Context: an optimization exercise on an open-source flow, tuned for a short achievable clock period and few clock cycles. The choices shown serve that exercise and are no tape-out recipe.
RTL that was checked went through simulation tests only; none was proved equivalent to the original.
No functional check of the RTL was part of runs 1, 6 and 8.
The flow treats the clock pin as an ideal source, which a real chip does not have.
Power figures rest on the tool's default switching activity, not on a simulated workload.

==> flow/design.v <==
module MY32CPU_top(
	input CLK,
	input RST,
	output [4:0] imem_addr,
	input [31:0] imem_data,
	output reg_we,
	output [4:0] reg_waddr,
	output [31:0] reg_wdata,
	output mem_we,
	output [4:0] mem_addr,
	output [31:0] mem_wdata,
	output [9:0] LEDR
);
	integer i, j;
	reg rst_q;
	reg [31:0] R [1:15];    
	reg [31:0] M [0:31];    
	reg [15:0] nz;          
	reg [9:0]  led;         
	reg [31:0] C  [0:31];   
	reg [4:0]  T  [0:31];   
	reg [31:0] V;           
	reg [31:0] BR;          
	reg [31:0] PT;          
	reg [4:0]  NX [0:31];   
	reg [31:0] NH;          
	reg [31:0] QB;          
	reg [31:0] Q1;          
	reg [31:0] Q2;          
	reg [31:0] QP1;         
	reg [31:0] QP2;         
	reg        fp_v;
	reg [4:0]  fp_pc;
	reg [31:0] fp_inst;
	reg [31:0] P;           
	reg [4:0]  n_nx [0:31];
	reg [31:0] n_nh;
	reg [31:0] VT;          
	reg [31:0] n_qb, n_q1, n_q2, n_qp1, n_qp2;
	reg [4:0]  k1, k2;
	always @(*) begin
		for (i = 0; i < 32; i = i + 1) begin
			P[i] = PT[i] & nz[C[i][24:21]];
			VT[i] = V[T[i]];
		end
		for (i = 0; i < 32; i = i + 1) begin
			k1 = i + 1;
			k2 = i + 2;
			n_qb[i] = V[i] & BR[i];
			n_q1[i] = V[i] & ~BR[i] & V[k1] & BR[k1];
			n_q2[i] = n_q1[i] & ~P[k1] & V[k2] & BR[k2];
			n_qp1[i] = BR[i] ? P[i] : P[k1];
			n_qp2[i] = P[k2];
			if (n_qb[i]) begin
				n_nx[i] = P[i] ? T[i] : i + 1;
				n_nh[i] = P[i] ? VT[i] : V[k1];
			end else if (n_q2[i]) begin
				n_nx[i] = P[k2] ? T[k2] : i + 3;
				n_nh[i] = P[k2] ? VT[k2] : V[(i + 3) % 32];
			end else if (n_q1[i]) begin
				n_nx[i] = P[k1] ? T[k1] : i + 2;
				n_nh[i] = P[k1] ? VT[k1] : V[k2];
			end else begin
				n_nx[i] = i + 1;
				n_nh[i] = V[k1];
			end
		end
	end
	reg [4:0] pc;
	reg [4:0] ia;
	assign imem_addr = ia;
	wire [4:0] pc1 = pc + 5'd1;
	wire [4:0] pc2 = pc + 5'd2;
	wire [4:0] pc3 = pc + 5'd3;
	reg         hq;
	wire        h0  = hq;
	wire [31:0] c0  = C[pc];
	wire [4:0]  rs0 = c0[25:21];
	wire [4:0]  rs1 = C[pc1][25:21];
	wire [4:0]  rs2 = C[pc2][25:21];
	wire [4:0]  t0  = T[pc];
	wire [4:0]  t1  = T[pc1];
	wire [4:0]  t2  = T[pc2];
	wire [31:0] i0 = h0 ? c0 : imem_data;
	reg  [15:0] f_rsoh, f_rtoh;
	always @(*)
		for (i = 0; i < 16; i = i + 1) begin
			f_rsoh[i] = (i0[25:21] == i) & (i != 0);
			f_rtoh[i] = (i0[20:16] == i) & (i != 0);
		end
	wire       fbub  = h0 & QB[pc];
	wire       fold1 = h0 & Q1[pc];
	wire       fold2 = h0 & Q2[pc];
	wire       fp1   = QP1[pc];
	wire       fp2   = QP2[pc];
	wire [4:0] f_next = h0 ? NX[pc] : pc1;
	wire       f_hasbr = fbub | fold1;
	wire [4:0] f_brs1  = fbub ? rs0 : rs1;
	wire [4:0] f_alt1  = fbub ? (fp1 ? pc1 : t0) : (fp1 ? pc2 : t1);
	wire [4:0] f_alt2  = fp2 ? pc3 : t2;
	reg        d_valid;
	reg [31:0] d_inst;
	reg [4:0]  d_pc;
	reg        d_fbr, d_pred1, d_br2, d_pred2;
	reg [15:0] d_rsoh, d_rtoh;
	reg [4:0]  d_brs1, d_alt1, d_brs2, d_alt2;
	wire [5:0] d_op = d_inst[31:26];
	wire [4:0] d_rs = d_inst[25:21];
	wire [4:0] d_rt = d_inst[20:16];
	wire [4:0] d_rd = d_inst[15:11];
	wire [5:0] d_fn = d_inst[5:0];
	wire d_isbr = (d_op == 6'b000111);
	wire d_isr  = (d_op == 6'b000000);
	wire d_issw = (d_op == 6'b101011);
	wire d_islw = (d_op == 6'b100011);
	wire d_rsok = (d_rs != 5'd0) & ~d_rs[4];
	wire d_rtok = (d_rt != 5'd0) & ~d_rt[4];
	wire [4:0] d_tgt = d_pc + d_inst[4:0];
	wire d_mbr   = d_isbr & ~d_fbr;
	wire [4:0] d_dest = d_isr ? d_rd : d_rt;
	wire d_wr   = ~d_isbr & ~d_issw;
	wire d_wreg = d_wr & (d_dest != 5'd0) & ~d_dest[4];
	wire d_hasbr = d_isbr | d_fbr;
	wire [4:0] d_b1s  = d_mbr ? d_rs : d_brs1;
	wire d_dep1 = d_wreg & (d_dest == d_b1s);
	wire d_dep2 = d_wreg & (d_dest == d_brs2);
	wire d_sub = d_isr & ((d_fn == 6'b101011) | (d_fn == 6'b100100));
	wire d_or  = d_isr & (d_fn == 6'b100101);
	reg        e_valid;
	reg [31:0] e_a, e_bx, e_sd;
	reg        e_sub, e_or, e_lw, e_sw, e_wr, e_wreg;
	reg [4:0]  e_dest;
	reg [15:0] e_wsel;
	reg [4:0]  e_maddr;
	reg [31:0] e_moh;       
	reg        e_br1, e_pred1, e_dep1, e_br2, e_pred2, e_dep2;
	reg [4:0]  e_brs1, e_alt1, e_brs2, e_alt2;
	wire [31:0] e_sum = e_a + e_bx + {31'd0, e_sub};
	reg  [31:0] e_ld;
	always @(*) begin
		e_ld = 32'd0;
		for (i = 0; i < 32; i = i + 1)
			e_ld = e_ld | (M[i] & {32{e_moh[i]}});
	end
	wire [31:0] e_res = e_lw ? e_ld : e_or ? (e_a | e_bx) : e_sum;
	reg        w_live, w_we;
	reg [4:0]  w_dest;
	reg [14:0] w_sel;
	reg [31:0] w_res;
	reg        w_br1, w_pred1, w_dep1, w_br2, w_pred2, w_dep2;
	reg [4:0]  w_brs1, w_alt1, w_brs2, w_alt2;
	wire w_resnz = |w_res;
	wire w_c1 = w_dep1 ? w_resnz : ((w_brs1[4] | (w_brs1 == 5'd0)) ? 1'b0 : nz[w_brs1[3:0]]);
	wire w_c2 = w_dep2 ? w_resnz : ((w_brs2[4] | (w_brs2 == 5'd0)) ? 1'b0 : nz[w_brs2[3:0]]);
	wire w_mis1 = w_br1 & (w_c1 != w_pred1);
	wire w_mis2 = w_br2 & (w_c2 != w_pred2);
	wire squash = w_live & (w_mis1 | w_mis2);
	wire [4:0] w_alt = w_mis1 ? w_alt1 : w_alt2;
	wire e_live = e_valid & ~squash;
	wire e_wlive = e_valid & e_wreg;
	wire d_cur1 = ~d_b1s[4] & (d_b1s != 5'd0) &
	              ((w_we & (w_dest == d_b1s)) ? w_resnz : nz[d_b1s[3:0]]);
	wire d_cur2 = ~d_brs2[4] & (d_brs2 != 5'd0) &
	              ((w_we & (w_dest == d_brs2)) ? w_resnz : nz[d_brs2[3:0]]);
	wire d_p1   = d_mbr ? 1'b0 : d_pred1;
	wire d_chk1 = d_hasbr & ~d_dep1 & ~(e_wlive & (e_dest == d_b1s));
	wire d_chk2 = d_br2 & ~d_dep2 & ~(e_wlive & (e_dest == d_brs2));
	wire d_mis1 = d_chk1 & (d_cur1 != d_p1);
	wire d_mis2 = d_chk2 & (d_cur2 != d_pred2);
	wire [4:0] d_a1 = d_mbr ? d_tgt : d_alt1;
	wire d_redir = d_valid & ~squash & (d_mis1 | d_mis2);
	wire [4:0] d_rtgt = d_mis1 ? d_a1 : d_alt2;
	wire d_b1p = d_chk1 ? d_cur1 : d_p1;
	wire d_b2p = d_chk2 ? d_cur2 : d_pred2;
	wire [4:0] d_b1a = d_mbr ? ((d_chk1 & d_cur1) ? d_pc + 5'd1 : d_tgt) : d_alt1;
	wire d_b2v = d_br2 & ~d_mis1;
	reg [31:0] rf_a, rf_b;
	always @(*) begin
		rf_a = 32'd0;
		rf_b = 32'd0;
		for (i = 1; i < 16; i = i + 1) begin
			rf_a = rf_a | (R[i] & {32{d_rsoh[i]}});
			rf_b = rf_b | (R[i] & {32{d_rtoh[i]}});
		end
	end
	wire bype_a = e_valid & e_wreg & (e_dest == d_rs);
	wire bype_b = e_valid & e_wreg & (e_dest == d_rt);
	wire bypw_a = w_we & (w_dest == d_rs);
	wire bypw_b = w_we & (w_dest == d_rt);
	wire [31:0] d_a  = bype_a ? e_res : bypw_a ? w_res : rf_a;
	wire [31:0] d_bv = bype_b ? e_res : bypw_b ? w_res : rf_b;
	wire [31:0] d_imm = {26'd0, d_inst[5:0]};
	wire [4:0]  d_maddr = d_a[4:0] + d_inst[4:0];
	reg        o_reg_we, o_mem_we;
	reg [4:0]  o_waddr, o_maddr;
	reg [31:0] o_wdata, o_mwdata;
	assign reg_we    = o_reg_we;
	assign reg_waddr = o_waddr;
	assign reg_wdata = o_wdata;
	assign mem_we    = o_mem_we;
	assign mem_addr  = o_maddr;
	assign mem_wdata = o_mwdata;
	assign LEDR      = led;
	always @(posedge CLK) begin
		rst_q <= RST;
		if (RST) begin
			pc <= 5'd0;
			ia <= 5'd0;
			hq <= 1'b0;
			V <= 32'd0;
			fp_v <= 1'b0;
			d_valid <= 1'b0;
			e_valid <= 1'b0;
			w_live <= 1'b0;
			w_we <= 1'b0;
			o_reg_we <= 1'b0;
			o_mem_we <= 1'b0;
			led <= 10'd0;
		end else begin
			fp_v <= ~h0;
			if (fp_v) V[fp_pc] <= 1'b1;
			pc <= squash ? w_alt : d_redir ? d_rtgt : f_next;
			ia <= (d_redir & ~squash) ? d_rtgt : squash ? w_alt : f_next;
			hq <= squash ? (w_mis1 ? V[w_alt1] : V[w_alt2]) :
			      d_redir ? (d_mis1 ? V[d_a1] : V[d_alt2]) : hq ? NH[pc] : V[pc1];
			d_valid <= ~squash & ~d_redir;
			e_valid <= d_valid & ~squash;
			w_live <= e_live;
			w_we <= e_live & e_wreg;
			o_reg_we <= e_live & e_wr;
			o_mem_we <= e_live & e_sw;
			if (e_live & e_sw & e_moh[0]) led <= e_sd[9:0];
		end
	end
	always @(posedge CLK) begin
		if (rst_q) begin
			nz <= 16'd0;
			for (i = 1; i < 16; i = i + 1) R[i] <= 32'd0;
			for (i = 0; i < 32; i = i + 1) M[i] <= 32'd0;
		end else begin
			for (i = 1; i < 16; i = i + 1) begin
				if (w_we & w_sel[i - 1]) nz[i] <= w_resnz;
				if (w_we & w_sel[i - 1]) R[i] <= w_res;
			end
			for (i = 0; i < 32; i = i + 1)
				if (e_live & e_sw & e_moh[i]) M[i] <= e_sd;
		end
	end
	always @(posedge CLK) begin
		fp_pc <= pc;
		fp_inst <= imem_data;
		if (fp_v) begin
			C[fp_pc] <= fp_inst;
			BR[fp_pc] <= (fp_inst[31:26] == 6'b000111);
			PT[fp_pc] <= (fp_inst[25:21] != 5'd0) & ~fp_inst[25];
			T[fp_pc] <= fp_pc + fp_inst[4:0];
		end
		for (i = 0; i < 32; i = i + 1) NX[i] <= n_nx[i];
		NH <= n_nh;
		QB <= n_qb;
		Q1 <= n_q1;
		Q2 <= n_q2;
		QP1 <= n_qp1;
		QP2 <= n_qp2;
		d_inst <= i0;
		d_pc <= pc;
		d_fbr <= f_hasbr;
		d_brs1 <= f_brs1;
		d_pred1 <= fp1;
		d_alt1 <= f_alt1;
		d_br2 <= fold2;
		d_brs2 <= rs2;
		d_pred2 <= fp2;
		d_alt2 <= f_alt2;
		d_rsoh <= f_rsoh;
		d_rtoh <= f_rtoh;
		e_a <= d_a;
		e_bx <= d_isr ? (d_bv ^ {32{d_sub}}) : d_imm;
		e_sd <= d_bv;
		e_sub <= d_sub;
		e_or <= d_or;
		e_lw <= d_islw;
		e_sw <= d_issw;
		e_wr <= d_wr;
		e_wreg <= d_wreg;
		e_dest <= d_dest;
		for (i = 0; i < 16; i = i + 1) e_wsel[i] <= d_wreg & (d_dest[3:0] == i);
		e_maddr <= d_maddr;
		for (i = 0; i < 32; i = i + 1) e_moh[i] <= (d_maddr == i);
		e_br1 <= d_hasbr;
		e_pred1 <= d_b1p;
		e_brs1 <= d_b1s;
		e_alt1 <= d_b1a;
		e_dep1 <= d_dep1;
		e_br2 <= d_b2v;
		e_pred2 <= d_b2p;
		e_brs2 <= d_brs2;
		e_alt2 <= d_alt2;
		e_dep2 <= d_dep2;
		w_br1 <= e_br1;
		w_pred1 <= e_pred1;
		w_dep1 <= e_dep1;
		w_brs1 <= e_brs1;
		w_alt1 <= e_alt1;
		w_br2 <= e_br2;
		w_pred2 <= e_pred2;
		w_dep2 <= e_dep2;
		w_brs2 <= e_brs2;
		w_alt2 <= e_alt2;
		w_dest <= e_dest;
		for (i = 1; i < 16; i = i + 1) w_sel[i - 1] <= e_wsel[i];
		if (e_live & e_wreg) w_res <= e_res;
		o_waddr <= e_dest;
		o_wdata <= e_res;
		o_maddr <= e_maddr;
		o_mwdata <= e_sd;
	end
endmodule
==> flow/flow/run.sh <==
#!/bin/bash
# Standard ORFS layout, with timing repair aiming at a setup slack margin well above the
# default so that the layout is optimised for a short achieved period. The SDC is the standard flow's.
set -euo pipefail
MARGIN=${MARGIN:-7.35}
bash standard.sh SETUP_SLACK_MARGIN=$MARGIN finish > make_finish.log 2>&1
==> flow/standard.sh <==
#!/bin/bash
# synth_recipe.tcl (not shown) runs the flow's synth.tcl, then flattens the netlist and writes it again
# the make line also repeats each setting of config.mk as NAME=value (left out here)
make -C /OpenROAD-flow-scripts/flow DESIGN_CONFIG=/design/flow/config.mk WORK_HOME=/design/flow/orfs CLKGATE_MAP_FILE= SYNTH_SCRIPT=/design/flow/synth_recipe.tcl "${@:-finish}"
==> flow/config.mk <==
export PLATFORM = sky130hd
export DESIGN_NAME = MY32CPU_top
export DESIGN_NICKNAME = MY32CPU_top
export VERILOG_FILES = /design/flow/design.v
export SDC_FILE = /design/flow/constraint.sdc
export NUM_CORES = 4
export LEC_CHECK = 0
export ABC_CLOCK_PERIOD_IN_PS = 1500
export CAP_MARGIN = 20
export CORE_MARGIN = 2
export CORE_UTILIZATION = 40
export PLACE_DENSITY = 0.6
export SLEW_MARGIN = 20
==> flow/constraint.sdc <==
create_clock -name core_clock -period 11.0 [get_ports {CLK}]
set_input_delay 2.2000 -clock core_clock [delete_from_list [all_inputs] [get_ports {CLK}]]
set_output_delay 2.2000 -clock core_clock [all_outputs]
set_load 0.01 [all_outputs]
==> results of run 1 <==
worst max path at each step:
stage / startpoint / endpoint / cells past startpoint / slack [ns]
detailed placement: w_res[16] / M[8][11] / 14 / 4.55
global placement: w_res[17] / M[8][16] / 14 / 4.54
CTS: d_inst[28] / hq / 16 / 7.02
floorplan: d_inst[28] / hq / 14 / 7.16
kinds of logic after synthesis:
group	Yosys count	share of synthesized area, %
AND/OR/NAND/NOR	5037	13.0
AO/OA/AOI/OAI	3587	14.4
flip-flops	3465	51.0
buffers and inverters	1744	4.16
multiplexers	1256	16.1
XOR/XNOR	109	0.605
adder cells (fa/ha/maj)	94	0.769
cells in the mapped netlist, types with 11 or more instances:
| master | count |
|---|---|
| nand2_1 | 3742 |
| dfxtp_1 | 2345 |
| a21oi_1 | 1762 |
| clkbuf_1 | 1307 |
| edfxtp_1 | 1120 |
| mux4_2 | 1010 |
| nor2_1 | 576 |
| a22oi_1 | 376 |
| o21ai_0 | 357 |
| a22o_1 | 288 |
| a221oi_1 | 279 |
| inv_1 | 245 |
| nand3_1 | 178 |
| buf_1 | 161 |
| mux2i_1 | 146 |
| nand4_1 | 105 |
| a222oi_1 | 93 |
| mux2_2 | 91 |
| nor3_1 | 90 |
| ha_1 | 89 |
| a31oi_1 | 83 |
| and3_1 | 82 |
| xnor2_1 | 76 |
| and2_1 | 61 |
| a211oi_1 | 46 |
| a41oi_1 | 45 |
| o22ai_1 | 39 |
| or2_2 | 35 |
| xor2_1 | 33 |
| nand2b_1 | 31 |
| a21o_1 | 27 |
| nor2b_1 | 25 |
| o211ai_1 | 24 |
| o21a_1 | 23 |
| nor4_1 | 21 |
| or3_1 | 17 |
| a311oi_1 | 16 |
| nor3b_1 | 16 |
| a32oi_1 | 15 |
| clkinv_1 | 15 |
| nand3b_1 | 15 |
| o221ai_1 | 15 |
| buf_2 | 14 |
| o31ai_1 | 11 |
power groups by stage:
stage / Combinational, uW / Clock (uW) / Sequential [uW]
4_1_cts: 4740 / 12900 / 14100
3_5_place_dp: 4370 / 0 / 14500
3_3_place_gp: 4350 / 0 / 14500
2_1_floorplan: 3050 / 0 / 14200
layer usage:
metal | overflow | global-route usage [%]
met5 | 0 | 4.82
met4 | 0 | 27.0
met3 | 0 | 18.5
met1 | 0 | 43.5
met2 | 1 | 47.9
per-stage QoR:
stage	total power [uW]	worst slack, ns	std cells	cell area [sq um]	util [%]
floorplan	17200	7.16	15300	158000	-
global placement	18800	4.54	19500	164000	41.7
detailed placement	18800	4.55	19500	164000	41.7
CTS	31800	7.02	20400	180000	45.9
what timing repair did:
action,in CTS
endpoints found under the setup margin,1373
pin swaps,91
setup buffers,172
gates resized for setup,1022
gates cloned,19
==> notes.md, run 1 <==
die extent in y=632 um; Halt Reason=[ERROR GRT-0232] Routing congestion too high. Check the congestion heatmap in the GUI.; Yosys reg bits=3,465; hold_buf cts=0; All-Layer GR Usage=36.0%; Yosys top cell by area=dfxtp_1; Mapped Avg Cell Area=10.3 sq um; Stopped at=global routing; remaining global-route overflow=1; clk buf depth=4; IO Count=125; Most used DFF post-synth=dfxtp_1; EDFF count, synth=1,120; die width=632 um; largest net degree at the start of global routing=217; Distinct cells, synth=93; Clock Root Buffer=clkbuf_16; CTS sink count=3,465; Port Buffers=119; RePlAce Congestion=1.00; Synth Warn #=5; Synth top area share=29.7%; largest cells by area after synthesis=dfxtp_1 (30%), edfxtp_1 (21%), mux4_2 (14%), nand2_1 (8.9%), a21oi_1 (5.6%); Seq/Total Area, Yosys=51.0%; row cnt=230; Mapped Nets=15,400; asr flop ratio synth=0%; synthesized cell area=158,000 sq um; outcome=did not finish; Post-Syn Instances=15,300; H-tree Lvls=5; CTS buffer count=361; initial core utilization=40.2%; hpwl dp=383,000 um
==> run 2, diff against run 1 <==
--- a/flow/design.v
+++ b/flow/design.v
@@ -98,34 +98,43 @@
 	wire [4:0] f_brs1  = fbub ? rs0 : rs1;
 	wire [4:0] f_alt1  = fbub ? (fp1 ? pc1 : t0) : (fp1 ? pc2 : t1);
 	wire [4:0] f_alt2  = fp2 ? pc3 : t2;
+	wire [5:0] f_op   = i0[31:26];
+	wire [5:0] f_fn   = i0[5:0];
+	wire f_isbr = (f_op == 6'b000111);
+	wire f_isr  = (f_op == 6'b000000);
+	wire f_issw = (f_op == 6'b101011);
+	wire f_islw = (f_op == 6'b100011);
+	wire [4:0] f_dest = f_isr ? i0[15:11] : i0[20:16];
+	wire f_wr   = ~f_isbr & ~f_issw;
+	wire f_wreg = f_wr & (f_dest != 5'd0) & ~f_dest[4];
+	wire f_mbr  = f_isbr & ~f_hasbr;          
+	wire [4:0] f_b1s = f_mbr ? i0[25:21] : f_brs1;
+	wire f_sub  = f_isr & ((f_fn == 6'b101011) | (f_fn == 6'b100100));
+	wire f_or   = f_isr & (f_fn == 6'b100101);
 	reg        d_valid;
 	reg [31:0] d_inst;
 	reg [4:0]  d_pc;
 	reg        d_fbr, d_pred1, d_br2, d_pred2;
 	reg [15:0] d_rsoh, d_rtoh;
 	reg [4:0]  d_brs1, d_alt1, d_brs2, d_alt2;
+	reg        d_isbr, d_isr, d_issw, d_islw, d_wr, d_wreg, d_mbr, d_sub, d_or;
+	reg [4:0]  d_dest, d_b1s;
+	wire d_dep1  = d_wreg & (d_dest == d_b1s);
+	wire d_dep2  = d_wreg & (d_dest == d_brs2);
+	wire d_edep1 = e_valid & e_wreg & (e_dest == d_b1s);
+	wire d_edep2 = e_valid & e_wreg & (e_dest == d_brs2);
+	wire d_wdep1 = w_we & (w_dest == d_b1s);
+	wire d_wdep2 = w_we & (w_dest == d_brs2);
+	reg        bype_a, bype_b, bypw_a, bypw_b;
 	wire [5:0] d_op = d_inst[31:26];
 	wire [4:0] d_rs = d_inst[25:21];
 	wire [4:0] d_rt = d_inst[20:16];
 	wire [4:0] d_rd = d_inst[15:11];
 	wire [5:0] d_fn = d_inst[5:0];
-	wire d_isbr = (d_op == 6'b000111);
-	wire d_isr  = (d_op == 6'b000000);
-	wire d_issw = (d_op == 6'b101011);
-	wire d_islw = (d_op == 6'b100011);
 	wire d_rsok = (d_rs != 5'd0) & ~d_rs[4];
 	wire d_rtok = (d_rt != 5'd0) & ~d_rt[4];
 	wire [4:0] d_tgt = d_pc + d_inst[4:0];
-	wire d_mbr   = d_isbr & ~d_fbr;
-	wire [4:0] d_dest = d_isr ? d_rd : d_rt;
-	wire d_wr   = ~d_isbr & ~d_issw;
-	wire d_wreg = d_wr & (d_dest != 5'd0) & ~d_dest[4];
 	wire d_hasbr = d_isbr | d_fbr;
-	wire [4:0] d_b1s  = d_mbr ? d_rs : d_brs1;
-	wire d_dep1 = d_wreg & (d_dest == d_b1s);
-	wire d_dep2 = d_wreg & (d_dest == d_brs2);
-	wire d_sub = d_isr & ((d_fn == 6'b101011) | (d_fn == 6'b100100));
-	wire d_or  = d_isr & (d_fn == 6'b100101);
 	reg        e_valid;
 	reg [31:0] e_a, e_bx, e_sd;
 	reg        e_sub, e_or, e_lw, e_sw, e_wr, e_wreg;
@@ -157,14 +166,11 @@
 	wire squash = w_live & (w_mis1 | w_mis2);
 	wire [4:0] w_alt = w_mis1 ? w_alt1 : w_alt2;
 	wire e_live = e_valid & ~squash;
-	wire e_wlive = e_valid & e_wreg;
-	wire d_cur1 = ~d_b1s[4] & (d_b1s != 5'd0) &
-	              ((w_we & (w_dest == d_b1s)) ? w_resnz : nz[d_b1s[3:0]]);
-	wire d_cur2 = ~d_brs2[4] & (d_brs2 != 5'd0) &
-	              ((w_we & (w_dest == d_brs2)) ? w_resnz : nz[d_brs2[3:0]]);
+	wire d_cur1 = ~d_b1s[4] & (d_b1s != 5'd0) & (d_wdep1 ? w_resnz : nz[d_b1s[3:0]]);
+	wire d_cur2 = ~d_brs2[4] & (d_brs2 != 5'd0) & (d_wdep2 ? w_resnz : nz[d_brs2[3:0]]);
 	wire d_p1   = d_mbr ? 1'b0 : d_pred1;
-	wire d_chk1 = d_hasbr & ~d_dep1 & ~(e_wlive & (e_dest == d_b1s));
-	wire d_chk2 = d_br2 & ~d_dep2 & ~(e_wlive & (e_dest == d_brs2));
+	wire d_chk1 = d_hasbr & ~d_dep1 & ~d_edep1;
+	wire d_chk2 = d_br2 & ~d_dep2 & ~d_edep2;
 	wire d_mis1 = d_chk1 & (d_cur1 != d_p1);
 	wire d_mis2 = d_chk2 & (d_cur2 != d_pred2);
 	wire [4:0] d_a1 = d_mbr ? d_tgt : d_alt1;
@@ -183,10 +189,6 @@
 			rf_b = rf_b | (R[i] & {32{d_rtoh[i]}});
 		end
 	end
-	wire bype_a = e_valid & e_wreg & (e_dest == d_rs);
-	wire bype_b = e_valid & e_wreg & (e_dest == d_rt);
-	wire bypw_a = w_we & (w_dest == d_rs);
-	wire bypw_b = w_we & (w_dest == d_rt);
 	wire [31:0] d_a  = bype_a ? e_res : bypw_a ? w_res : rf_a;
 	wire [31:0] d_bv = bype_b ? e_res : bypw_b ? w_res : rf_b;
 	wire [31:0] d_imm = {26'd0, d_inst[5:0]};
@@ -274,6 +276,21 @@
 		d_alt2 <= f_alt2;
 		d_rsoh <= f_rsoh;
 		d_rtoh <= f_rtoh;
+		d_isbr <= f_isbr;
+		d_isr <= f_isr;
+		d_issw <= f_issw;
+		d_islw <= f_islw;
+		d_wr <= f_wr;
+		d_wreg <= f_wreg;
+		d_mbr <= f_mbr;
+		d_sub <= f_sub;
+		d_or <= f_or;
+		d_dest <= f_dest;
+		d_b1s <= f_b1s;
+		bype_a <= d_valid & d_wreg & (d_dest == i0[25:21]);
+		bype_b <= d_valid & d_wreg & (d_dest == i0[20:16]);
+		bypw_a <= e_valid & e_wreg & (e_dest == i0[25:21]);
+		bypw_b <= e_valid & e_wreg & (e_dest == i0[20:16]);
 		e_a <= d_a;
 		e_bx <= d_isr ? (d_bv ^ {32{d_sub}}) : d_imm;
 		e_sd <= d_bv;
@@ -309,9 +326,9 @@
 		w_alt2 <= e_alt2;
 		w_dest <= e_dest;
 		for (i = 1; i < 16; i = i + 1) w_sel[i - 1] <= e_wsel[i];
-		if (e_live & e_wreg) w_res <= e_res;
-		o_waddr <= e_dest;
-		o_wdata <= e_res;
+		w_res <= e_res;
+		o_waddr <= e_wr ? e_dest : 5'd0;
+		o_wdata <= e_wr ? e_res : 32'd0;
 		o_maddr <= e_maddr;
 		o_mwdata <= e_sd;
 	end
==> flow/flow/run.sh (replaced) <==
#!/bin/bash
# Standard ORFS layout, with timing repair aiming at a setup slack margin well above the
# default so that the layout is optimised for a short achieved period. The SDC is the standard flow's.
set -euo pipefail
MARGIN=${MARGIN:-7.5}
bash standard.sh SETUP_SLACK_MARGIN=$MARGIN finish > make_finish.log 2>&1
==> flow/config.mk (replaced) <==
export PLATFORM = sky130hd
export DESIGN_NAME = MY32CPU_top
export DESIGN_NICKNAME = MY32CPU_top
export VERILOG_FILES = /design/flow/design.v
export SDC_FILE = /design/flow/constraint.sdc
export NUM_CORES = 4
export LEC_CHECK = 0
export ABC_CLOCK_PERIOD_IN_PS = 3000
export CAP_MARGIN = 20
export CORE_MARGIN = 2
export CORE_UTILIZATION = 33
export PLACE_DENSITY = 0.55
export SLEW_MARGIN = 20
==> run 2 against run 1 <==
The flow stops in detailed routing. Synthesized cell count rose by 0.37%. Area after synthesis fell by 0.29%.
==> notes.md, run 2 <==
Mapped Avg Cell Area=10.3 sq um; placed cells=20,600; vias in the first global route=131,000; simple-gate share of the synthesized area=12.7%; global-route wire length before repair=1,070,000 um; H-tree Lvls=5; post-synthesis mux area share=15.7%; post-synthesis compound-gate area fraction=14.6%; asr flop ratio synth=0%; Clock Root Buffer=clkbuf_16; Port Buffers=119; hpwl dp=403,000 um; worst_ep grt=e_moh[26]$_DFF_P_/D; CTS sink count=3,467; outcome=did not finish; All-Layer GR Usage=31.5%; Post-Syn Instances=15,300; die extent in y=695 um; Post-Synth XOR/XNOR Area=0.640%; synthesized cell area=157,000 sq um; die width=695 um; cell with the most instances after synthesis=nand2_1; Seq/Total Area, Yosys=51.0%; Mapped Nets=15,500; clk buf depth=4; remaining global-route overflow=0; Placed Area=164,000 sq um; Synth top cells by count=nand2_1 (3,734), dfxtp_1 (2,379), a21oi_1 (1,848); worst endpoint type=sequential cell input; initial antenna violation count=89; largest cells by area after synthesis=dfxtp_1 (30%), edfxtp_1 (21%), mux4_2 (13%), nand2_1 (8.9%), a21oi_1 (5.9%); Yosys reg bits=3,467; RePlAce Congestion=0.966; Synth Warn #=5; largest family of logic cells by synthesized area=multiplexers; IO Count=125; row cnt=253; Stopped at=detailed routing; initial core utilization=33.2%; largest net degree at the start of global routing=184; EDFF count, synth=1,088; CTS buffer count=374; Yosys top cell by area=dfxtp_1; Most used DFF post-synth=dfxtp_1; Distinct cells, synth=83; Synth top area share=30.2%; Post-Synth Adder-Cell Area=0.771%; Halt Reason=[ERROR DRT-0218] Guide is not connected to design for net M\[6\]\[14\]
-- run 2: how the worst max path moves through the flow --
stage | startpoint | to | slack, ns
after floorplan | pc[0] | d_b1s[2] | 6.94
after global placement | e_moh[25] | e_moh[30] | 5.01
after detailed placement | w_res[8] | M[0][17] | 5.28
after CTS | e_moh[5] | e_moh[30] | 6.78
after global routing | e_moh[13] | e_bx[19] | 5.68
-- run 2: metal layers --
| layer | GRT usage, % |
|---|---|
| met1 | 38.8 |
| met2 | 42.9 |
| met3 | 14.8 |
| met4 | 22.0 |
| met5 | 3.21 |
-- run 2: logic make-up after synthesis --
| family | after synthesis |
|---|---|
| simple gates | 4940 |
| xor+xnor | 115 |
| flops | 3467 |
| compound gates | 3679 |
| buf+inv | 1733 |
| mux | 1321 |
| fa+ha+maj | 94 |
-- run 2: power by group through the flow --
stage / clock [uW] / sequential, uW / combinational (uW)
after floorplan: 0 / 14200 / 3660
after global placement: 0 / 14600 / 5340
after detailed placement: 0 / 14600 / 5360
after CTS: 13200 / 14300 / 6060
after global routing: 13900 / 14400 / 6770
-- run 2: what timing repair did --
| item | in CTS | in global routing |
|---|---|---|
| endpoints found under the setup margin | 1389 | 1387 |
| pin swaps | 790 | 1054 |
| resized for setup | 2559 | 2438 |
| gates cloned | 168 | 40 |
| buffers inserted | 422 | 283 |
| hold buffers | 0 | 0 |
-- run 2: through the flow --
stage / util, % / hold WS, ns / worst slack [ns]
4_1_cts: 40.6 / 0.301 / 6.78
5_1_grt: 43.4 / 0.322 / 5.68
2_1_floorplan: - / 0.310 / 6.94
3_5_place_dp: 34.5 / 0.312 / 5.28
3_3_place_gp: 34.5 / 0.310 / 5.01
Testbench counts of run 2, summed over its fixed seeds: cycles 16,519.
==> run 3, diff against run 2 <==
--- a/flow/config.mk
+++ b/flow/config.mk
@@ -8,6 +8,6 @@
 export ABC_CLOCK_PERIOD_IN_PS = 3000
 export CAP_MARGIN = 20
 export CORE_MARGIN = 2
-export CORE_UTILIZATION = 33
-export PLACE_DENSITY = 0.55
+export CORE_UTILIZATION = 40
+export PLACE_DENSITY = 0.6
 export SLEW_MARGIN = 20
==> run 3 against run 2 <==
The run fails in global routing. Area after synthesis unchanged. Synthesized cell count unchanged.
==> notes.md, run 3 <==
outcome=did not finish; Stopped at=global routing; Halt Reason=[ERROR GRT-0232] Routing congestion too high. Check the congestion heatmap in the GUI.; placed cells=19,600; Seq/Total Area, Yosys=51.0%; Most used DFF post-synth=dfxtp_1; largest net degree at the start of global routing=209; die extent in y=631 um; asr flop ratio synth=0%; die width=631 um; RePlAce Congestion=0.990; Post-Syn Instances=15,300; CTS buffer count=374; H-tree Lvls=5; hpwl dp=393,000 um; synthesized cell area=157,000 sq um; Synth top area share=30.2%; remaining global-route overflow=1; initial core utilization=40.1%; hold_buf cts=0; All-Layer GR Usage=47.3%; Port Buffers=119; largest cells by area after synthesis=dfxtp_1 (30%), edfxtp_1 (21%), mux4_2 (13%), nand2_1 (8.9%), a21oi_1 (5.9%); CTS sink count=3,467; Distinct cells, synth=83; Yosys reg bits=3,467; Mapped Nets=15,500; Synth top cells by count=nand2_1 (3,734), dfxtp_1 (2,379), a21oi_1 (1,848); row cnt=230; EDFF count, synth=1,088; cell with the most instances after synthesis=nand2_1; Mapped Avg Cell Area=10.3 sq um; Yosys top cell by area=dfxtp_1; IO Count=125; Synth Warn #=5; Clock Root Buffer=clkbuf_16; pre-CTS WS=5.36 ns; clk buf depth=4
==> run 3: cell counts after synthesis <==
Identical to the previous run, type by type.
==> run 3: layer usage <==
layer / GRT usage (%) / GRT overflow
met2: 58.5 / 0
met5: 24.8 / 1
met1: 49.4 / 0
met3: 35.4 / 0
met4: 42.0 / 0
==> run 3: worst min-delay path by stage <==
stage / end / slack, ns / cells after the start
after floorplan: e_lw / 0.31 / 0
after global placement: e_wr / 0.31 / 0
after detailed placement: o_maddr[1] / 0.31 / 0
after CTS: w_sel[13] / 0.29 / 0
==> run 3: cell families after synthesis <==
family	count (synthesis)	synth area share [%]
and+or+nand+nor	4940	12.7
AOI/OAI and AO/OA	3679	14.6
DFF	3467	51.0
buffers and inverters	1733	4.59
muxes	1321	15.7
xor gates and xnor gates	115	0.640
adders and majority gates	94	0.771
==> run 3: through the flow <==
stage | util (%) | area [sq um]
2_1_floorplan | - | 158000
3_3_place_gp | 41.5 | 163000
3_5_place_dp | 41.5 | 163000
4_1_cts | 48.7 | 191000
==> run 3: timing repair <==
| action | CTS |
|---|---|
| pin swaps | 571 |
| setup endpoints to repair | 1421 |
| resized for setup | 2500 |
| buffers inserted | 366 |
| gates cloned | 174 |
| endpoints found under the hold margin | 0 |
==> run 3: power by group through the flow <==
stage	Clock [uW]	Sequential, uW	Combinational (uW)
after detailed placement	0	14600	5310
after floorplan	0	14200	3660
after global placement	0	14600	5290
after CTS	13100	14300	6140
==> run 4, diff against run 3 <==
==> flow/flow/run.sh (replaced) <==
#!/bin/bash
# Standard ORFS layout, with timing repair aiming at a setup slack margin well above the
# default so that the layout is optimised for a short achieved period. The SDC is the standard flow's.
set -euo pipefail
MARGIN=${MARGIN:-7.4}
bash standard.sh SETUP_SLACK_MARGIN=$MARGIN finish > make_finish.log 2>&1
==> run 4 against run 3 <==
Area after synthesis unchanged. The flow again stops in global routing. Synthesized cell count unchanged.
==> notes.md, run 4 <==
outcome=did not finish; Stopped at=global routing; Halt Reason=[ERROR GRT-0232] Routing congestion too high. Check the congestion heatmap in the GUI.; clk buf depth=4; CTS sink count=3,467; Seq/Total Area, Yosys=51.0%; Port Buffers=119; asr flop ratio synth=0%; Synth top area share=30.2%; Synth Warn #=5; Distinct cells, synth=83; synthesized cell area=157,000 sq um; Mapped Nets=15,500; Synth top cells by count=nand2_1 (3,734), dfxtp_1 (2,379), a21oi_1 (1,848); All-Layer GR Usage=47.3%; Yosys top cell by area=dfxtp_1; H-tree Lvls=5; EDFF count, synth=1,088; Most used DFF post-synth=dfxtp_1; hpwl dp=393,000 um; largest cells by area after synthesis=dfxtp_1 (30%), edfxtp_1 (21%), mux4_2 (13%), nand2_1 (8.9%), a21oi_1 (5.9%); die width=631 um; die extent in y=631 um; row cnt=230; Mapped Avg Cell Area=10.3 sq um; initial core utilization=40.1%; Placed Area=163,000 sq um; Yosys reg bits=3,467; RePlAce Congestion=0.995; largest net degree at the start of global routing=231; cell with the most instances after synthesis=nand2_1; Post-Syn Instances=15,300; remaining global-route overflow=12; hold_buf cts=0; IO Count=125; CTS buffer count=376; Clock Root Buffer=clkbuf_16
-- run 4: worst max path at each step --
stage / start / endpoint / cells past startpoint
4_1_cts: nz[15] / M[15][25] / 16
3_5_place_dp: pc[0] / d_wreg / 13
3_3_place_gp: pc[0] / d_wreg / 13
2_1_floorplan: pc[0] / d_b1s[2] / 21
-- run 4: metal layers --
metal,overflow,GRT usage [%]
met3,7,36.7
met5,0,22.8
met2,0,58.7
met1,4,49.5
met4,1,40.3
-- run 4: logic make-up after synthesis --
group | Yosys count | synth area share, %
xor+xnor | 115 | 0.640
mux | 1321 | 15.7
fa+ha+maj | 94 | 0.771
buf+inv | 1733 | 4.59
compound gates | 3679 | 14.6
simple gates | 4940 | 12.7
flops | 3467 | 51.0
-- run 4: timing repair --
action,CTS
resized for setup,2089
pin swaps,487
setup endpoints to repair,1512
setup buffers,316
cloned,136
-- run 4: stage by stage --
step | cells | setup slack (ns)
after floorplan | 15300 | 6.94
after global placement | 19600 | 5.31
after detailed placement | 19600 | 5.36
after CTS | 20700 | 7.17
-- run 4: power groups by stage --
stage                     Clock, uW  Combinational (uW)  Sequential, uW
after floorplan                   0                3650           14200
after global placement            0                5260           14600
after detailed placement          0                5280           14600
after CTS                     13200                5870           14300
==> run 5, diff against run 4 <==
==> flow/flow/run.sh (replaced) <==
#!/bin/bash
# Standard ORFS layout (the standard.sh), with timing repair aiming at a setup slack
# margin well above the default so that the layout is optimised for a short achieved period,
# and more global-routing congestion iterations. The SDC is the standard flow's.
set -euo pipefail
MARGIN=${MARGIN:-7.5}
bash standard.sh SETUP_SLACK_MARGIN=$MARGIN \
  "GLOBAL_ROUTE_ARGS=-congestion_iterations 100 -congestion_report_iter_step 5 -verbose" \
  finish > make_finish.log 2>&1
==> run 5 against run 4 <==
The flow again stops in global routing. Synthesized cell count did not move. Area after synthesis did not move.
==> notes.md, run 5 <==
Distinct cells, synth=83; EDFF count, synth=1,088; IO Count=125; All-Layer GR Usage=49.5%; Post-Synth XOR/XNOR Area=0.640%; Halt Reason=[ERROR GRT-0232] Routing congestion too high. Check the congestion heatmap in the GUI.; Seq/Total Area, Yosys=51.0%; post-synthesis compound-gate area fraction=14.6%; Yosys top cell by area=dfxtp_1; Synth top area share=30.2%; Post-Syn Instances=15,300; Synth Warn #=5; largest cells by area after synthesis=dfxtp_1 (30%), edfxtp_1 (21%), mux4_2 (13%), nand2_1 (8.9%), a21oi_1 (5.9%); post-synthesis mux area share=15.7%; hpwl dp=393,000 um; initial core utilization=40.1%; largest family of logic cells by synthesized area=multiplexers; simple-gate share of the synthesized area=12.7%; die extent in y=631 um; placed cells=19,600; CTS buffer count=374; die width=631 um; Post-Synth Adder-Cell Area=0.771%; remaining global-route overflow=10; Port Buffers=119; CTS sink count=3,467; synthesized cell area=157,000 sq um; Most used DFF post-synth=dfxtp_1; row cnt=230; largest net degree at the start of global routing=209; Mapped Nets=15,500; cell with the most instances after synthesis=nand2_1; Clock Root Buffer=clkbuf_16; outcome=did not finish; hold_buf cts=0; Synth top cells by count=nand2_1 (3,734), dfxtp_1 (2,379), a21oi_1 (1,848); RePlAce Congestion=0.990; clk buf depth=4; Stopped at=global routing; asr flop ratio synth=0%; H-tree Lvls=5; Yosys reg bits=3,467; Mapped Avg Cell Area=10.3 sq um
-- run 5: per-layer routing --
| metal | overflow | track usage (%) |
|---|---|---|
| met1 | 0 | 52.5 |
| met2 | 0 | 60.7 |
| met3 | 5 | 39.1 |
| met4 | 5 | 41.1 |
| met5 | 0 | 22.0 |
-- run 5: power by group through the flow --
stage	sequential, uW	clock, uW	combinational [uW]
2_1_floorplan	14200	0	3660
4_1_cts	14300	13100	6140
3_5_place_dp	14600	0	5310
3_3_place_gp	14600	0	5290
-- run 5: logic make-up after synthesis --
logic type / after synthesis
DFF: 3467
xor gates and xnor gates: 115
muxes: 1321
and+or+nand+nor: 4940
adders and majority gates: 94
AOI/OAI and AO/OA: 3679
buffers and inverters: 1733
-- run 5: worst min-delay path by stage --
stage,cells past startpoint,to,from
after floorplan,0,e_lw,d_islw
after global placement,0,e_wr,d_wr
after detailed placement,0,o_maddr[1],e_maddr[1]
after CTS,0,w_sel[13],e_wsel[14]
-- run 5: metrics by stage --
step                      util [%]  hold slack, ns  cell area [sq um]  setup WS, ns
after floorplan                  -           0.310             158000          6.94
after global placement        41.5           0.310             163000          5.35
after detailed placement      41.5           0.312             163000          5.36
after CTS                     48.7           0.290             191000          7.27
-- run 5: timing repair --
item	CTS
buffers inserted	366
setup endpoints to repair	1421
pin swaps	571
cloned	174
gates resized for setup	2500
==> run 6, diff against run 5 <==
--- a/flow/design.v
+++ b/flow/design.v
@@ -326,9 +326,9 @@
 		w_alt2 <= e_alt2;
 		w_dest <= e_dest;
 		for (i = 1; i < 16; i = i + 1) w_sel[i - 1] <= e_wsel[i];
-		w_res <= e_res;
-		o_waddr <= e_wr ? e_dest : 5'd0;
-		o_wdata <= e_wr ? e_res : 32'd0;
+		if (e_live & e_wreg) w_res <= e_res;
+		if (e_live & e_wr) o_waddr <= e_dest;
+		o_wdata <= e_res;
 		o_maddr <= e_maddr;
 		o_mwdata <= e_sd;
 	end
==> flow/flow/run.sh (replaced) <==
#!/bin/bash
# Standard ORFS layout (the standard.sh), with timing repair aiming at a setup slack
# margin well above the default so that the layout is optimised for a short achieved period,
# and extra repair passes after CTS (flow/post_cts.tcl). The SDC is the standard flow's.
set -euo pipefail
MARGIN=${MARGIN:-7.35}
bash standard.sh SETUP_SLACK_MARGIN=$MARGIN POST_CTS_TCL=$PWD/flow/post_cts.tcl finish > make_finish.log 2>&1
==> flow/flow/post_cts.tcl (new file) <==
# Extra setup repair passes after CTS, with rising margins: a single pass tends to stop at
# the first endpoint it cannot improve. The SDC is the standard flow's; only the repair targets change.
foreach m {7.2 7.3 7.4 7.45} {
  repair_timing -setup -setup_margin $m -repair_tns 100 -skip_last_gasp -match_cell_footprint
}
detailed_placement
check_placement -verbose
--- a/flow/config.mk
+++ b/flow/config.mk
@@ -5,7 +5,7 @@
 export SDC_FILE = /design/flow/constraint.sdc
 export NUM_CORES = 4
 export LEC_CHECK = 0
-export ABC_CLOCK_PERIOD_IN_PS = 3000
+export ABC_CLOCK_PERIOD_IN_PS = 1500
 export CAP_MARGIN = 20
 export CORE_MARGIN = 2
 export CORE_UTILIZATION = 40
==> run 6 against run 5 <==
The run again fails in global routing. Synthesized cell count is 1.4% lower. Area after synthesis grew 0.55%.
==> notes.md, run 6 <==
Most used DFF post-synth=dfxtp_1; Port Buffers=119; CTS sink count=3,467; IO Count=125; Mapped Avg Cell Area=10.5 sq um; Synth top cells by count=nand2_1 (3,668), dfxtp_1 (2,342), a21oi_1 (1,838); Placed Area=164,000 sq um; Stopped at=global routing; pre-CTS WS=4.98 ns; Halt Reason=[ERROR GRT-0232] Routing congestion too high. Check the congestion heatmap in the GUI.; remaining global-route overflow=5; Synth Warn #=5; Yosys top cell by area=dfxtp_1; Distinct cells, synth=103; die width=633 um; asr flop ratio synth=0%; die extent in y=633 um; cell with the most instances after synthesis=nand2_1; row cnt=231; Yosys reg bits=3,467; initial core utilization=40.1%; outcome=did not finish; hpwl dp=384,000 um; RePlAce Congestion=1.03; largest net degree at the start of global routing=192; All-Layer GR Usage=44.3%; Mapped Nets=15,300; largest cells by area after synthesis=dfxtp_1 (30%), edfxtp_1 (21%), mux4_2 (15%), nand2_1 (8.7%), a21oi_1 (5.8%); Seq/Total Area, Yosys=51.0%; synthesized cell area=158,000 sq um; Post-Syn Instances=15,100; EDFF count, synth=1,125; Synth top area share=29.6%
-- run 6: cell count changes after synthesis, moves of 14 or more --
cell / delta
o21ai_0: -20
and2_1: +18
clkbuf_1: -62
mux2i_1: -114
nand2_1: -66
o22ai_1: -18
a211oi_1: -20
edfxtp_1: +37
mux4_2: +111
buf_1: +43
nor2_1: -47
nand2_2: +14
dfxtp_1: -37
-- run 6: power by group through the flow --
| stage | logic (uW) | registers (uW) | clock network (uW) |
|---|---|---|---|
| detailed placement | 2570 | 14100 | 0 |
| floorplan | 1840 | 13900 | 0 |
| global placement | 2550 | 14100 | 0 |
-- run 6: layer usage --
metal	global-route usage, %	GRT overflow
met1	48.5	1
met2	54.4	0
met3	32.3	4
met4	36.8	0
met5	20.0	0
-- run 6: metrics by stage --
step | std cells | total power [uW] | utilization [%] | hold WS (ns)
after global placement | 19400 | 16700 | 41.4 | 0.311
after floorplan | 15100 | 15700 | - | 0.310
after detailed placement | 19400 | 16700 | 41.4 | 0.312
-- run 6: how the worst max path moves through the flow --
stage	startpoint	endpoint	slack [ns]	cells past startpoint
floorplan	pc[0]	d_b1s[2]	7.17	18
global placement	w_res[22]	M[0][28]	5.08	13
detailed placement	w_res[15]	M[0][18]	4.98	13
-- run 6: cells by family after synthesis --
group / Yosys count / synth area share [%]
buffers and inverters: 1712 / 4.55
muxes: 1319 / 16.5
and+or+nand+nor: 4845 / 12.5
AOI/OAI and AO/OA: 3592 / 14.1
DFF: 3467 / 51.0
xor gates and xnor gates: 109 / 0.603
adders and majority gates: 94 / 0.767
==> run 7, diff against run 6 <==
--- a/flow/design.v
+++ b/flow/design.v
@@ -326,9 +326,9 @@
 		w_alt2 <= e_alt2;
 		w_dest <= e_dest;
 		for (i = 1; i < 16; i = i + 1) w_sel[i - 1] <= e_wsel[i];
-		if (e_live & e_wreg) w_res <= e_res;
-		if (e_live & e_wr) o_waddr <= e_dest;
-		o_wdata <= e_res;
+		w_res <= e_res;
+		o_waddr <= e_wr ? e_dest : 5'd0;
+		o_wdata <= e_wr ? e_res : 32'd0;
 		o_maddr <= e_maddr;
 		o_mwdata <= e_sd;
 	end
==> run 7 against run 6 <==
Area after synthesis decreased by 0.55%. The run again fails in global routing. Synthesized cell count is 1.4% higher.
==> notes.md, run 7 <==
Seq/Total Area, Yosys=51.0%; simple-gate share of the synthesized area=12.7%; largest cells by area after synthesis=dfxtp_1 (30%), edfxtp_1 (21%), mux4_2 (13%), nand2_1 (8.9%), a21oi_1 (5.9%); All-Layer GR Usage=51.2%; Mapped Avg Cell Area=10.3 sq um; outcome=did not finish; die width=631 um; placed cells=19,600; initial core utilization=40.1%; die extent in y=631 um; Yosys reg bits=3,467; largest net degree at the start of global routing=250; largest family of logic cells by synthesized area=multiplexers; RePlAce Congestion=1.01; asr flop ratio synth=0%; EDFF count, synth=1,088; Placed Area=163,000 sq um; IO Count=125; CTS sink count=3,467; Yosys top cell by area=dfxtp_1; post-synthesis mux area share=15.7%; synthesized cell area=157,000 sq um; hpwl dp=387,000 um; Port Buffers=119; Synth top cells by count=nand2_1 (3,734), dfxtp_1 (2,379), a21oi_1 (1,848); Synth top area share=30.2%; Post-Syn Instances=15,300; Most used DFF post-synth=dfxtp_1; remaining global-route overflow=23; Distinct cells, synth=83; Stopped at=global routing; row cnt=230; Halt Reason=[ERROR GRT-0232] Routing congestion too high. Check the congestion heatmap in the GUI.; cell with the most instances after synthesis=nand2_1; Post-Synth XOR/XNOR Area=0.640%; post-synthesis compound-gate area fraction=14.6%; Mapped Nets=15,500; Post-Synth Adder-Cell Area=0.771%; Synth Warn #=5
-- run 7: cell count changes after synthesis, moves of 14 or more --
cell,previous run,this run
mux2i_1,185,299
mux4_2,1020,909
nand2_1,3668,3734
clkbuf_1,965,1027
nor2_1,466,513
buf_1,176,133
dfxtp_1,2342,2379
edfxtp_1,1125,1088
a211oi_1,32,52
o21ai_0,288,308
and2_1,78,60
o22ai_1,111,129
nand2_2,15,1
-- run 7: cell families after synthesis --
| family | after synthesis |
|---|---|
| AND/OR/NAND/NOR | 4940 |
| AO/OA/AOI/OAI | 3679 |
| flip-flops | 3467 |
| buffers and inverters | 1733 |
| multiplexers | 1321 |
| XOR/XNOR | 115 |
| adder cells (fa/ha/maj) | 94 |
-- run 7: metal layers --
layer | overflow | global-route usage (%)
met2 | 6 | 61.1
met1 | 5 | 52.9
met3 | 2 | 41.9
met5 | 2 | 32.1
met4 | 8 | 44.5
-- run 7: how the worst min path moves through the flow --
stage | slack, ns | to
3_3_place_gp | 0.31 | w_pred1
3_5_place_dp | 0.31 | w_brs2[0]
2_1_floorplan | 0.31 | e_lw
-- run 7: per-stage QoR --
stage / worst slack, ns / util (%)
global placement: 5.45 / 41.5
detailed placement: 5.45 / 41.5
floorplan: 6.92 / -
-- run 7: power groups by stage --
stage               sequential [uW]  combinational, uW  clock, uW
floorplan                     14200               3640          0
global placement              14600               5210          0
detailed placement            14600               5240          0
Testbench counts of run 7, summed over its fixed seeds: cycles 16,519.
==> run 8, diff against run 7 <==
--- a/flow/design.v
+++ b/flow/design.v
@@ -18,6 +18,23 @@
 	reg [15:0] nz;          
 	reg [9:0]  led;         
 	reg [31:0] C  [0:31];   
+	reg [12:0] PD [0:31];   
+	function [12:0] predecode(input [31:0] w);
+		reg isbr, isr, issw, islw, wr;
+		reg [4:0] dest;
+		begin
+			isbr = (w[31:26] == 6'b000111);
+			isr  = (w[31:26] == 6'b000000);
+			issw = (w[31:26] == 6'b101011);
+			islw = (w[31:26] == 6'b100011);
+			dest = isr ? w[15:11] : w[20:16];
+			wr   = ~isbr & ~issw;
+			predecode = {isbr, isr, issw, islw,
+			             isr & ((w[5:0] == 6'b101011) | (w[5:0] == 6'b100100)),
+			             isr & (w[5:0] == 6'b100101),
+			             wr, wr & (dest != 5'd0) & ~dest[4], dest};
+		end
+	endfunction
 	reg [4:0]  T  [0:31];   
 	reg [31:0] V;           
 	reg [31:0] BR;          
@@ -98,19 +115,19 @@
 	wire [4:0] f_brs1  = fbub ? rs0 : rs1;
 	wire [4:0] f_alt1  = fbub ? (fp1 ? pc1 : t0) : (fp1 ? pc2 : t1);
 	wire [4:0] f_alt2  = fp2 ? pc3 : t2;
-	wire [5:0] f_op   = i0[31:26];
-	wire [5:0] f_fn   = i0[5:0];
-	wire f_isbr = (f_op == 6'b000111);
-	wire f_isr  = (f_op == 6'b000000);
-	wire f_issw = (f_op == 6'b101011);
-	wire f_islw = (f_op == 6'b100011);
-	wire [4:0] f_dest = f_isr ? i0[15:11] : i0[20:16];
-	wire f_wr   = ~f_isbr & ~f_issw;
-	wire f_wreg = f_wr & (f_dest != 5'd0) & ~f_dest[4];
+	wire [12:0] m_pd = predecode(imem_data);
+	wire [12:0] f_pd = h0 ? PD[pc] : m_pd;
+	wire f_isbr = f_pd[12];
+	wire f_isr  = f_pd[11];
+	wire f_issw = f_pd[10];
+	wire f_islw = f_pd[9];
+	wire f_sub  = f_pd[8];
+	wire f_or   = f_pd[7];
+	wire f_wr   = f_pd[6];
+	wire f_wreg = f_pd[5];
+	wire [4:0] f_dest = f_pd[4:0];
 	wire f_mbr  = f_isbr & ~f_hasbr;          
 	wire [4:0] f_b1s = f_mbr ? i0[25:21] : f_brs1;
-	wire f_sub  = f_isr & ((f_fn == 6'b101011) | (f_fn == 6'b100100));
-	wire f_or   = f_isr & (f_fn == 6'b100101);
 	reg        d_valid;
 	reg [31:0] d_inst;
 	reg [4:0]  d_pc;
@@ -253,6 +270,7 @@
 		fp_inst <= imem_data;
 		if (fp_v) begin
 			C[fp_pc] <= fp_inst;
+			PD[fp_pc] <= predecode(fp_inst);
 			BR[fp_pc] <= (fp_inst[31:26] == 6'b000111);
 			PT[fp_pc] <= (fp_inst[25:21] != 5'd0) & ~fp_inst[25];
 			T[fp_pc] <= fp_pc + fp_inst[4:0];
@@ -326,9 +344,9 @@
 		w_alt2 <= e_alt2;
 		w_dest <= e_dest;
 		for (i = 1; i < 16; i = i + 1) w_sel[i - 1] <= e_wsel[i];
-		w_res <= e_res;
-		o_waddr <= e_wr ? e_dest : 5'd0;
-		o_wdata <= e_wr ? e_res : 32'd0;
+		if (e_live & e_wreg) w_res <= e_res;
+		if (e_live & e_wr) o_waddr <= e_dest;
+		o_wdata <= e_res;
 		o_maddr <= e_maddr;
 		o_mwdata <= e_sd;
 	end
==> run 8 against run 7 <==
The run again fails in global routing. Synthesized cell count decreased by 0.12%. Area after synthesis increased by 1.8%.
==> notes.md, run 8 <==
outcome=did not finish; Stopped at=global routing; Halt Reason=[ERROR GRT-0232] Routing congestion too high. Check the congestion heatmap in the GUI.; hpwl dp=393,000 um; EDFF count, synth=1,189; Distinct cells, synth=90; Synth top area share=29.2%; largest net degree at the start of global routing=205; CTS sink count=3,531; Post-Syn Instances=15,300; Mapped Nets=15,500; Synth top cells by count=nand2_1 (3,751), dfxtp_1 (2,342), a21oi_1 (1,802); Synth Warn #=5; Most used DFF post-synth=dfxtp_1; Yosys top cell by area=dfxtp_1; die extent in y=637 um; cell with the most instances after synthesis=nand2_1; IO Count=125; asr flop ratio synth=0%; Yosys reg bits=3,531; Placed Area=166,000 sq um; Seq/Total Area, Yosys=51.5%; Port Buffers=119; synthesized cell area=160,000 sq um; remaining global-route overflow=3; All-Layer GR Usage=48.7%; die width=637 um; RePlAce Congestion=0.987; Mapped Avg Cell Area=10.5 sq um; initial core utilization=40.2%; row cnt=232; largest cells by area after synthesis=dfxtp_1 (29%), edfxtp_1 (22%), mux4_2 (14%), nand2_1 (8.8%), a21oi_1 (5.6%)
-- run 8: kinds of logic after synthesis --
logic type	count (synthesis)	synth area share, %
simple gates	4930	12.5
flops	3531	51.5
mux	1356	16.6
fa+ha+maj	94	0.757
compound gates	3576	13.8
xor+xnor	122	0.666
buf+inv	1721	4.18
-- run 8: worst min-delay path by stage --
stage	endpoint	cells past startpoint	start
floorplan	e_lw	0	d_islw
global placement	w_brs2[1]	0	e_brs2[1]
detailed placement	w_brs1[0]	0	e_brs1[0]
-- run 8: power by group through the flow --
stage	Sequential (uW)	Combinational [uW]	Clock, uW
floorplan	14500	3250	0
global placement	14800	4690	0
detailed placement	14800	4720	0
-- run 8: through the flow --
stage / setup WS (ns) / hold WS, ns / cells
after global placement: 4.94 / 0.310 / 19600
after floorplan: 7.18 / 0.310 / 15300
after detailed placement: 4.92 / 0.312 / 19600
-- run 8: layer usage --
layer,GRT overflow,global-route usage (%)
met1,1,52.6
met2,0,57.8
met3,0,39.2
met4,1,39.3
met5,1,28.6
